This design comes from an exercise in tuning for small area and a short achievable clock period on the open sky130 flow, not from production work. The RTL was checked by simulation tests, not by an equivalence proof against the original design. Power is estimated from default activity; no workload was simulated.

job 7594:
## neural_network
module neural_network (
    input wire clk,
    input wire reset,
    input wire changes,
    input wire [1:0] selector_output,
    input wire [7:0] data_in,
    output wire [7:0] network_outputs
);
Settings: LEC_CHECK=0, CAP_MARGIN=20, CORE_MARGIN=2, CORE_UTILIZATION=40, SETUP_SLACK_MARGIN=3.25, SLEW_MARGIN=20, SYNTH_HIERARCHICAL=1; clock period 9.0 ns.
run.sh (not shown) runs the stock make flow with config.mk's settings and CLKGATE_MAP_FILE= SYNTH_SCRIPT=/design/flow/synth_recipe.tcl, a recipe that flattens the netlist after the stock synthesis.
Having completed the whole flow, job 7594 delivered a layout that passed the timing, design-rule and antenna checks.
### job 7594 -> job 1234
-- flow/config.mk --
<<< job 7594, line 10
export CORE_UTILIZATION = 40
export SETUP_SLACK_MARGIN = 3.25
export SLEW_MARGIN = 20
>>> job 1234, line 10
export CORE_UTILIZATION = 40
export SETUP_SLACK_MARGIN = 4.5
export SLEW_MARGIN = 20
## What came out
- Critical path depth is higher on job 1234
- Power: job 1234 draws more than job 7594
- Endpoint of the most critical setup path: shift_reg_inst.x0[4] -> job 1234, shift_reg_inst.x0[3] -> job 7594
- Diff job 7594 -> job 1234: parity-gate share of the synthesized area counting xor and xnor cells closely matched the old numbers; area taken by flip-flops and latches increased by 2.8% relative to the old numbers.
Modified inputs, job 1288 compared to job 1234
-- flow/config.mk --
<<< job 1234, line 10
export CORE_UTILIZATION = 40
export SETUP_SLACK_MARGIN = 4.5
export SLEW_MARGIN = 20
>>> job 1288, line 10
export CORE_UTILIZATION = 40
export SETUP_SLACK_MARGIN = 3
export SLEW_MARGIN = 20
Findings:
Uppermost signal routing layer after detailed routing: met5 -> job 1234, met4 -> job 1288
On power in the clock group: between job 1234 and job 1288, it ends up lower for job 1288.
Compared job 1288 vs job 1234, and global-route track usage on met1 is down in job 1288.
Sort job 1234 and job 1288 by post-layout instance count excluding filler cells asc -> top: job 1288
Buffer count from post-CTS setup fixing: job 1288 lower than job 1234
On worst setup slack, the lower figure sits with job 1288, not job 1234.
Job 1288 against job 1234: total number of placement rows did not really move; share of layout cells above drive strength 1 now sits lower.
What job 1234 reported for number of clock-tree buffers in the layout has to be multiplied by 0.854 to get the figure for job 1288.
Looking at minimum clock period across job 1234 and job 1288, the one that comes out lower is job 1234.
On power share of the combinational group, the lower figure sits with job 1288, not job 1234.
Modified inputs, job 7488 compared to job 1288
-- flow/config.mk --
<<< job 1288, line 10
export CORE_UTILIZATION = 40
export SETUP_SLACK_MARGIN = 3
export SLEW_MARGIN = 20
>>> job 7488, line 10
export CORE_UTILIZATION = 40
export SETUP_SLACK_MARGIN = 3.5
export SLEW_MARGIN = 20
In the reports for job 7488 and job 1288, the larger maximum clock frequency belongs to job 7488. Looking only at worst setup slack, and setting everything else aside, the higher value of job 7488 and job 1288 goes to job 7488. From job 1288 to job 7488 the numbers moved as follows: first-pass GRT wire length picked up an extra 900 µm, worst hold slack lost 0.0041 ns, final-stage net count picked up an extra 39. On first-iteration DRC count, job 1288 beats job 7488.

neural_network again, from the RTL that the note above started with.
clock: 9.0 ns
lec_check: 0
cap_margin: 20
core_margin: 2
core_utilization: 40
setup_slack_margin: 3.75
slew_margin: 20
synth_hierarchical: 1
Next try:
--- a/flow/config.mk
+++ b/flow/config.mk
@@ -10,3 +10,5 @@
 export CORE_UTILIZATION = 40
-export SETUP_SLACK_MARGIN = 3.75
+export CTS_CLUSTER_DIAMETER = 100
+export CTS_CLUSTER_SIZE = 40
+export SETUP_SLACK_MARGIN = 4.5
 export SLEW_MARGIN = 20
What happened: Cell area hardly moves; clock skew came out higher by 0.026 ns; sequential cell count does not change; combinational power came out higher by about 6%.
Next try:
--- a/flow/config.mk
+++ b/flow/config.mk
@@ -10,5 +10,4 @@
 export CORE_UTILIZATION = 40
-export CTS_CLUSTER_DIAMETER = 100
-export CTS_CLUSTER_SIZE = 40
-export SETUP_SLACK_MARGIN = 4.5
+export PLACE_DENSITY = 0.7
+export SETUP_SLACK_MARGIN = 3.25
 export SLEW_MARGIN = 20
First-iteration DRC count came out lower by 1.4%.
Routed wire length went down by about 9%.
Cell area fell by about 6.5%.
Hold slack gets worse by 0.0083 ns.
Next try:
==> flow/flow/run.sh (new file) <==
#!/bin/bash
# The standard layout with its standard synthesis unchanged; the only
# difference is MATCH_CELL_FOOTPRINT=0, which lets timing repair resize cells
# to footprints other than the one synthesis chose. ORFS writes each tool's
# log under orfs/logs; make's own output goes to standard.log.
set -euo pipefail
bash standard.sh MATCH_CELL_FOOTPRINT=0 finish > standard.log 2>&1
==> flow/standard.sh (new file) <==
#!/bin/bash
# synth_recipe.tcl (not shown) runs the flow's synth.tcl, then flattens the netlist and writes it again
# the make line also repeats each setting of config.mk as NAME=value (left out here)
make -C /OpenROAD-flow-scripts/flow DESIGN_CONFIG=/design/flow/config.mk WORK_HOME=/design/flow/orfs CLKGATE_MAP_FILE= SYNTH_SCRIPT=/design/flow/synth_recipe.tcl "${@:-finish}"
--- a/flow/config.mk
+++ b/flow/config.mk
@@ -10,3 +10,2 @@
 export CORE_UTILIZATION = 40
-export PLACE_DENSITY = 0.7
 export SETUP_SLACK_MARGIN = 3.25
removed: flow/run.sh
Sequential share of layout area rose by 0.21 points.
Worst hold slack degrades by 0.0064 ns.
Critical path depth fell by 1.
First-iteration DRC count fell by 14%.
Die area stays the same.
Worst setup slack improves by 0.095 ns.
Combinational power fell by about 8%.
Non-clock buffer count fell by 8.

## what the ideal ports hide
No port has a modelled driver above. Below, the same layouts with a new extraction and two added sets of constraints. Step 1: set_driving_cell puts a clkbuf_16 on clk and a buf_2 on each other input, an assumption about the parent block. Step 2 adds t to the input delays and takes it off the output delays; t is the mean of the earliest and latest rising clock arrival at the registers after step 1. Input paths then give back, and output paths get back, about the clock's delay inside the block. a / b / c = ideal ports / drivers / drivers and shift; a / b = the first two.
run | t, ns | setup WS [ns] | hold WS [ns] | worst register clock-pin slew, ns | cell pins on the clock port's net
job 7594 | 0.622 | 3.443 / 3.443 / 3.443 | 0.451 / 0.451 / 0.451 | 0.06 / 0.06 | 1
job 1234 | 0.627 | 3.661 / 3.661 / 3.661 | 0.453 / 0.453 / 0.453 | 0.06 / 0.06 | 1
job 1288 | 0.623 | 3.234 / 3.234 / 3.234 | 0.451 / 0.451 / 0.451 | 0.06 / 0.06 | 1
job 7488 | 0.627 | 3.594 / 3.594 / 3.594 | 0.447 / 0.447 / 0.447 | 0.06 / 0.06 | 1
the first run of note 2 | 0.633 | 3.549 / 3.549 / 3.549 | 0.457 / 0.457 / 0.457 | 0.07 / 0.07 | 1
the second run of note 2 | 0.584 | 3.670 / 3.670 / 3.670 | 0.466 / 0.466 / 0.466 | 0.12 / 0.12 | 1
the third run of note 2 | 0.611 | 3.348 / 3.348 / 3.348 | 0.457 / 0.457 / 0.457 | 0.07 / 0.07 | 1
the fourth run of note 2 | 0.622 | 3.443 / 3.443 / 3.443 | 0.451 / 0.451 / 0.451 | 0.06 / 0.06 | 1
After both steps every run listed still meets setup and hold.
